Background: an optimization exercise with open tools, aiming at small area, a short achievable clock period and few clock cycles per item. Do not read the settings as production practice. RTL that was checked went through simulation tests only; none was proved equivalent to the original.

// matrixProcessor
module matrixProcessor #(
	parameter WIDTH = 32
) (
	input wire clk,
	input wire rst_n,
	input wire start,
	input wire [13:0] workItemCount,
	input wire [WIDTH - 1:0] matrixInAddr,
	input wire [WIDTH - 1:0] dataInAddr,
	input wire [WIDTH - 1:0] dataOutAddr,
	input wire [WIDTH - 1:0] dataIn,
	output reg [WIDTH - 1:0] readAddr,
	output reg [WIDTH - 1:0] writeAddr,
	output reg [WIDTH - 1:0] writeData,
	output reg writeEn
	);
Size: ~770 flip-flops, about 59000 um^2 of cells after synthesis.
clock: 20.0 ns
lec_check: 0
abc_clock_period_in_ps: 4500
cap_margin: 20
core_margin: 2
core_utilization: 55
slew_margin: 20
standard.sh (not shown) runs the stock make flow with config.mk's settings and CLKGATE_MAP_FILE= SYNTH_SCRIPT=/design/flow/synth_recipe.tcl, a recipe that flattens the netlist after the stock synthesis.
==> flow/flow/run.sh <==
#!/bin/bash
set -euo pipefail
bash standard.sh SETUP_SLACK_MARGIN=14.5 finish > flow_make.log 2>&1
The starting point produced a clean layout.
Then changed:
==> flow/run.sh (new file) <==
#!/bin/bash
# synth_recipe.tcl (not shown) runs the flow's synth.tcl, then flattens the netlist and writes it again
# the make line also repeats each setting of config.mk as NAME=value (left out here)
make -C /OpenROAD-flow-scripts/flow DESIGN_CONFIG=/design/flow/config.mk WORK_HOME=/design/flow/orfs CLKGATE_MAP_FILE= SYNTH_SCRIPT=/design/flow/synth_recipe.tcl finish
Settings changed: CAP_MARGIN 20 to 50, SLEW_MARGIN 20 to 70.
removed: flow/flow/run.sh
removed: flow/standard.sh
Outcome: Via count is about the same. Hold slack got worse by 8.5 ps. Final cell count grows by 0.47%. Die area stays the same. Setup slack gets worse by 370 ps. Count of clock-buffer cells in the layout grows by 2.
Then changed:
==> flow/flow/run.sh (new file) <==
#!/bin/bash
set -euo pipefail
bash standard.sh SETUP_SLACK_MARGIN=15.0 MATCH_CELL_FOOTPRINT=0 \
	"BUFFER_PORTS_ARGS=-buffer_cell sky130_fd_sc_hd__buf_4" finish > flow_make.log 2>&1
==> flow/standard.sh (new file) <==
#!/bin/bash
# synth_recipe.tcl (not shown) runs the flow's synth.tcl, then flattens the netlist and writes it again
# the make line also repeats each setting of config.mk as NAME=value (left out here)
make -C /OpenROAD-flow-scripts/flow DESIGN_CONFIG=/design/flow/config.mk WORK_HOME=/design/flow/orfs CLKGATE_MAP_FILE= SYNTH_SCRIPT=/design/flow/synth_recipe.tcl "${@:-finish}"
Settings changed: CAP_MARGIN 50 to 20, SLEW_MARGIN 70 to 20.
removed: flow/run.sh
Outcome: The new run finished clean. Worst setup slack improved by 610 ps. Design area barely changes. Core utilization goes down by 0.11 points. Routed wire length goes up by a few percent. Die area is unchanged. Register-to-register slack improved by 860 ps. Via count goes up slightly.
No functional check of the RTL was part of any run of this note.

========
== north ==
Another version of the RTL of matrixProcessor (not shown whole).
Size in the first run: about 5000 cells after synthesis, roughly 240 I/O pins, roughly 57000 um^2 of cells after synthesis.
==> flow/config.mk <==
export PLATFORM = sky130hd
export DESIGN_NAME = matrixProcessor
export DESIGN_NICKNAME = matrixProcessor
export VERILOG_FILES = /design/flow/design.v
export SDC_FILE = /design/flow/constraint.sdc
export NUM_CORES = 4
export LEC_CHECK = 0
export ABC_CLOCK_PERIOD_IN_PS = 4500
export CAP_MARGIN = 20
export CORE_MARGIN = 2
export CORE_UTILIZATION = 55
export SLEW_MARGIN = 20
==> flow/constraint.sdc <==
create_clock -name core_clock -period 20.0 [get_ports {clk}]
set_input_delay 4.0000 -clock core_clock [delete_from_list [all_inputs] [get_ports {clk}]]
set_output_delay 4.0000 -clock core_clock [all_outputs]
set_load 0.01 [all_outputs]
==> flow/flow/run.sh <==
#!/bin/bash
# The standard layout with these changes to how it is made:
# - synthesis maps the logic without Yosys's early "abc -fast" pass (the
#   registers are the standard synthesis's; full adders are then found in the
#   RTL's own adder structure rather than in ABC's restructured gates);
# - timing repair aims well past the clock period: repair_timing treats any
#   path with less than SETUP_SLACK_MARGIN of slack as failing;
# - port buffers are plain buffers, and gates may be resized to any cell of
#   the same function;
set -euo pipefail
bash standard.sh SYNTH_ARGS=-noabc SETUP_SLACK_MARGIN=15.0 MATCH_CELL_FOOTPRINT=0 \
	"BUFFER_PORTS_ARGS=-buffer_cell sky130_fd_sc_hd__buf_1" \
	"CTS_ARGS=-sink_clustering_enable -repair_clock_nets -dont_use_dummy_load" finish > flow_make.log 2>&1
north: no failed stages, no open violations at the end
Testbench counts of north, summed over its fixed seeds: cycles 34,168, items 1,630.
[inputs] south vs north
-- flow/flow/run.sh --
<<< north, line 8
# - port buffers are plain buffers, and gates may be resized to any cell of
#   the same function;
>>> south, line 8
<<< north, line 12
	"BUFFER_PORTS_ARGS=-buffer_cell sky130_fd_sc_hd__buf_1" \
	"CTS_ARGS=-sink_clustering_enable -repair_clock_nets -dont_use_dummy_load" finish > flow_make.log 2>&1
>>> south, line 10
	"BUFFER_PORTS_ARGS=-buffer_cell sky130_fd_sc_hd__buf_1" finish > flow_make.log 2>&1
[summary]
- On global-route usage, north and south are basically level.
- Clock-buffer cell count ended up 35 higher on south than on north.
- On total detailed-routing wirelength, south tracks north almost exactly.
- Going from north to south, post-CTS setup-driven buffer insertion count was more or less identical.
- south vs. north: via total after detailed routing picked up an extra 259; fraction of area in clock buffers and inverters rose by 1.3 points; final worst slack lower.
Setup changes, south to east
- changing CORE_UTILIZATION from 55 to 60
-- flow/flow/run.sh --
<<< south, line 9
bash standard.sh SYNTH_ARGS=-noabc SETUP_SLACK_MARGIN=15.0 MATCH_CELL_FOOTPRINT=0 \
>>> east, line 9
bash standard.sh SYNTH_ARGS=-noabc SETUP_SLACK_MARGIN=14.85 MATCH_CELL_FOOTPRINT=0 \
Findings:
A launch point of the worst path of writeData[12] is what east shows, while writeData[16] belongs to south. Re hold slack: south and east aren't equal, and the higher value belongs to east. Looking at worst-case setup margin in the final layout across south and east, the one that comes out lower is south.

========
matrixProcessor, a different RTL version from the one above (not shown whole).
For scale: roughly 5900 cells after synthesis, roughly 770 flip-flops, about 240 I/O pins, roughly 60000 sq um of cells after synthesis.
==> flow/config.mk <==
export PLATFORM = sky130hd
export DESIGN_NAME = matrixProcessor
export DESIGN_NICKNAME = matrixProcessor
export VERILOG_FILES = /design/flow/design.v
export SDC_FILE = /design/flow/constraint.sdc
export NUM_CORES = 4
export LEC_CHECK = 0
export ABC_CLOCK_PERIOD_IN_PS = 4500
export CAP_MARGIN = 20
export CORE_MARGIN = 2
export CORE_UTILIZATION = 55
export SLEW_MARGIN = 20
==> flow/constraint.sdc <==
create_clock -name core_clock -period 20.0 [get_ports {clk}]
set_input_delay 4.0000 -clock core_clock [delete_from_list [all_inputs] [get_ports {clk}]]
set_output_delay 4.0000 -clock core_clock [all_outputs]
set_load 0.01 [all_outputs]
==> flow/flow/run.sh <==
#!/bin/bash
# The standard layout with these changes to how it is made:
# - synthesis maps the logic without Yosys's early "abc -fast" pass (the
#   registers are the standard synthesis's; full adders are then found in the
#   RTL's own adder structure rather than in ABC's restructured gates);
# - timing repair aims well past the clock period: repair_timing treats any
#   path with less than SETUP_SLACK_MARGIN of slack as failing;
set -euo pipefail
bash standard.sh SETUP_SLACK_MARGIN=15.0 MATCH_CELL_FOOTPRINT=0 \
	"BUFFER_PORTS_ARGS=-buffer_cell sky130_fd_sc_hd__buf_4" finish > flow_make.log 2>&1
Edit:
--- a/flow/flow/run.sh
+++ b/flow/flow/run.sh
@@ -8,3 +8,3 @@
 set -euo pipefail
-bash standard.sh SETUP_SLACK_MARGIN=15.0 MATCH_CELL_FOOTPRINT=0 \
+bash standard.sh SYNTH_ARGS=-noabc SETUP_SLACK_MARGIN=15.0 MATCH_CELL_FOOTPRINT=0 \
 	"BUFFER_PORTS_ARGS=-buffer_cell sky130_fd_sc_hd__buf_4" finish > flow_make.log 2>&1
The changed run finished clean.
Routed wire length went down by about 0.9%.
Setup slack degrades by 0.018 ns.
Function was not checked in any run of this note: the RTL went through the layout flow alone.

========
Another version of the RTL of matrixProcessor (not shown whole).
Size in the first run: about 0.056 mm² of cells after synthesis.
## matrixProcessor
module matrixProcessor #(
	parameter WIDTH = 32
) (
	input wire clk,
	input wire rst_n,
	input wire start,
	input wire [13:0] workItemCount,
	input wire [WIDTH - 1:0] matrixInAddr,
	input wire [WIDTH - 1:0] dataInAddr,
	input wire [WIDTH - 1:0] dataOutAddr,
	input wire [WIDTH - 1:0] dataIn,
	output reg [WIDTH - 1:0] readAddr,
	output reg [WIDTH - 1:0] writeAddr,
	output reg [WIDTH - 1:0] writeData,
	output reg writeEn
	);
clock: 20.0 ns
lec_check: 0
abc_clock_period_in_ps: 4500
cap_margin: 20
core_margin: 2
core_utilization: 55
slew_margin: 20
==> flow/flow/run.sh <==
#!/bin/bash
# The standard layout with these changes to how it is made:
# - synthesis maps the logic without Yosys's early "abc -fast" pass (the
#   registers are the standard synthesis's; full adders are then found in the
#   RTL's own adder structure rather than in ABC's restructured gates);
# - timing repair aims well past the clock period: repair_timing treats any
#   path with less than SETUP_SLACK_MARGIN of slack as failing;
set -euo pipefail
bash standard.sh SYNTH_ARGS=-noabc SETUP_SLACK_MARGIN=15.0 MATCH_CELL_FOOTPRINT=0 \
	"BUFFER_PORTS_ARGS=-buffer_cell sky130_fd_sc_hd__buf_1" finish > flow_make.log 2>&1
Testbench counts at the start, summed over its fixed seeds: cycles 34,168, items 1,630.
Then changed:
--- a/flow/flow/run.sh
+++ b/flow/flow/run.sh
@@ -7,0 +8,2 @@
+# - port buffers are plain buffers, and gates may be resized to any cell of
+#   the same function;
@@ -10 +12,2 @@
-	"BUFFER_PORTS_ARGS=-buffer_cell sky130_fd_sc_hd__buf_1" finish > flow_make.log 2>&1
+	"BUFFER_PORTS_ARGS=-buffer_cell sky130_fd_sc_hd__buf_1" \
+	"CTS_ARGS=-sink_clustering_enable -repair_clock_nets -dont_use_dummy_load" finish > flow_make.log 2>&1
After rerunning: Area after synthesis does not change. Sequential share of layout area climbs by 0.43 points. Count of clock-buffer cells in the layout drops by 33. Routed wire length stays flat. Maximum frequency hardly moves. Setup slack gets better by 11 ps. Clock skew climbs by 36 ps. Non-clock buffer count climbs by 2. Core utilization drops by 0.90 points.

========
## rev 12
Another version of the RTL of matrixProcessor (not shown whole).
For scale: about 770 flip-flops, roughly 240 I/O pins.
clock: 20.0 ns
lec_check: 0
abc_clock_period_in_ps: 4500
cap_margin: 20
core_margin: 2
core_utilization: 55
slew_margin: 20
==> flow/flow/run.sh <==
#!/bin/bash
set -euo pipefail
bash standard.sh SETUP_SLACK_MARGIN=15.0 MATCH_CELL_FOOTPRINT=0 \
	"BUFFER_PORTS_ARGS=-buffer_cell sky130_fd_sc_hd__buf_4" finish > flow_make.log 2>&1
## Diff of input files: rev 13 against rev 12
- a change of CORE_UTILIZATION from 55 to 62
==> flow/flow/run.sh <==
#!/bin/bash
set -euo pipefail
bash standard.sh SETUP_SLACK_MARGIN=14.85 MATCH_CELL_FOOTPRINT=0 \
	"BUFFER_PORTS_ARGS=-buffer_cell sky130_fd_sc_hd__buf_4" finish > flow_make.log 2>&1
Findings:
Rev 13 completed; timing, DRC and antenna clean
In rev 13, non-clock buffer count is lower than in rev 12.
Lower fraction of the core area covered by cells at the end of the flow among rev 13 and rev 12: rev 12
Global-route wire length before repair, rev 13 and rev 12: larger value in rev 12
In the flow results for rev 13 and rev 12, the portion of the layout cell area used by non-clock buffers is larger on rev 12.
No run of this note included a check of the RTL's function; only the layout flow was run.

========
== alpha ==
matrixProcessor, a different RTL version from the one above (not shown whole).
Size: roughly 7300 cells after synthesis, ~770 flip-flops, ~0.062 mm² of cells after synthesis.
export LEC_CHECK = 0
export ABC_AREA = 1
export ABC_CLOCK_PERIOD_IN_PS = 4500
export CAP_MARGIN = 20
export CORE_MARGIN = 2
export CORE_UTILIZATION = 55
export SLEW_MARGIN = 20
create_clock -name core_clock -period 20.0 [get_ports {clk}]
==> flow/flow/run.sh <==
#!/bin/bash
set -euo pipefail
bash standard.sh SETUP_SLACK_MARGIN=15.0 MATCH_CELL_FOOTPRINT=0 \
	"BUFFER_PORTS_ARGS=-buffer_cell sky130_fd_sc_hd__buf_4" finish > flow_make.log 2>&1
No stage failed in alpha, and the final checks on the layout all came back clean.
Testbench counts of alpha, summed over its fixed seeds: cycles 34,928, items 1,630.
> inputs changed (alpha -> beta)
- ABC_AREA no longer set, was 1
==> comparison <==
Diff alpha -> beta | maximum frequency | down slightly
The final reports for beta and alpha show final routed wirelength across all metal layers lower in the former.
Relative to alpha, the synthesized-area fraction occupied by xor and xnor cells of beta is higher by 1.3 points.

========
matrixProcessor, a different RTL version from the one above (not shown whole).
For scale: ~4900 cells after synthesis, about 770 flip-flops, ~240 I/O pins, about 56000 µm² of cells after synthesis.
clock: 20.0 ns
lec_check: 0
abc_clock_period_in_ps: 4500
cap_margin: 20
core_margin: 2
core_utilization: 55
slew_margin: 20
==> flow/flow/run.sh <==
#!/bin/bash
# The standard layout with these changes to how it is made:
# - synthesis maps the logic without Yosys's early "abc -fast" pass (the
#   registers are the standard synthesis's; full adders are then found in the
#   RTL's own adder structure rather than in ABC's restructured gates);
# - timing repair aims well past the clock period: repair_timing treats any
#   path with less than SETUP_SLACK_MARGIN of slack as failing;
set -euo pipefail
bash standard.sh SYNTH_ARGS=-noabc SETUP_SLACK_MARGIN=15.0 MATCH_CELL_FOOTPRINT=0 \
	"BUFFER_PORTS_ARGS=-buffer_cell sky130_fd_sc_hd__buf_1" finish > flow_make.log 2>&1
Rerun with:
--- a/flow/flow/run.sh
+++ b/flow/flow/run.sh
@@ -9,2 +9,2 @@
 bash standard.sh SYNTH_ARGS=-noabc SETUP_SLACK_MARGIN=15.0 MATCH_CELL_FOOTPRINT=0 \
-	"BUFFER_PORTS_ARGS=-buffer_cell sky130_fd_sc_hd__buf_1" finish > flow_make.log 2>&1
+	"BUFFER_PORTS_ARGS=-buffer_cell sky130_fd_sc_hd__buf_4" finish > flow_make.log 2>&1
First-iteration DRC count hardly moves; global-route usage is about the same; routed wire length hardly moves; non-clock buffer count decreases by 2; register-to-register slack got worse by 0.07 ns; via count increases by 0.90%; clock skew shrinks by 0.0073 ns; utilization rose by 0.64 points.
No functional check of the RTL was part of any run of this note.

-- port drivers added, routing unchanged --
Ports are ideal in the flow. The routed layouts listed here were re-timed in OpenROAD. Step 1 (the two cells are an assumption about what drives the block):
set clk [get_ports {clk}]
set_driving_cell -lib_cell sky130_fd_sc_hd__clkbuf_16 $clk
set_driving_cell -lib_cell sky130_fd_sc_hd__buf_2 [delete_from_list [all_inputs] $clk]
Step 2 times the ports against the registers' clock, not the clock port: input delays grow and output delays shrink by t, the midpoint of the rising clock arrivals with the driver on. Slacks: ideal ports / drivers / drivers and shift; pairs: ideal ports / drivers.
| run | t (ns) | setup WS [ns] | cell pins on the clock port's net |
|---|---|---|---|
| the first run of note 1 | 0.720 | 14.582 / 14.500 / 14.673 | 1 |
| the second run of note 1 | 0.718 | 14.215 / 14.132 / 14.261 | 1 |
| the third run of note 1 | 0.709 | 14.822 / 14.736 / 14.986 | 1 |
| north | 0.727 | 14.778 / 14.698 / 14.505 | 1 |
| south | 0.759 | 14.746 / 14.664 / 14.483 | 1 |
| east | 0.736 | 14.798 / 14.717 / 14.386 | 1 |
| the first run of note 3 | 0.738 | 14.802 / 14.725 / 14.553 | 1 |
| the second run of note 3 | 0.750 | 14.783 / 14.709 / 14.482 | 1 |
| the first run of note 4 | 0.725 | 14.819 / 14.744 / 14.492 | 1 |
| the second run of note 4 | 0.700 | 14.831 / 14.757 / 14.477 | 1 |
| rev 12 | 0.737 | 14.796 / 14.717 / 14.554 | 1 |
| rev 13 | 0.720 | 14.813 / 14.738 / 14.636 | 1 |
| alpha | 0.752 | 14.797 / 14.717 / 15.070 | 1 |
| beta | 0.721 | 14.752 / 14.681 / 15.106 | 1 |
| the first run of note 7 | 0.703 | 14.828 / 14.749 / 14.492 | 1 |
| the second run of note 7 | 0.726 | 14.828 / 14.746 / 14.472 | 1 |
After both steps every run listed still meets setup and hold. For east, which loses most, drivers alone change the setup slack by -0.081 ns; drivers and shift together by -0.412 ns.
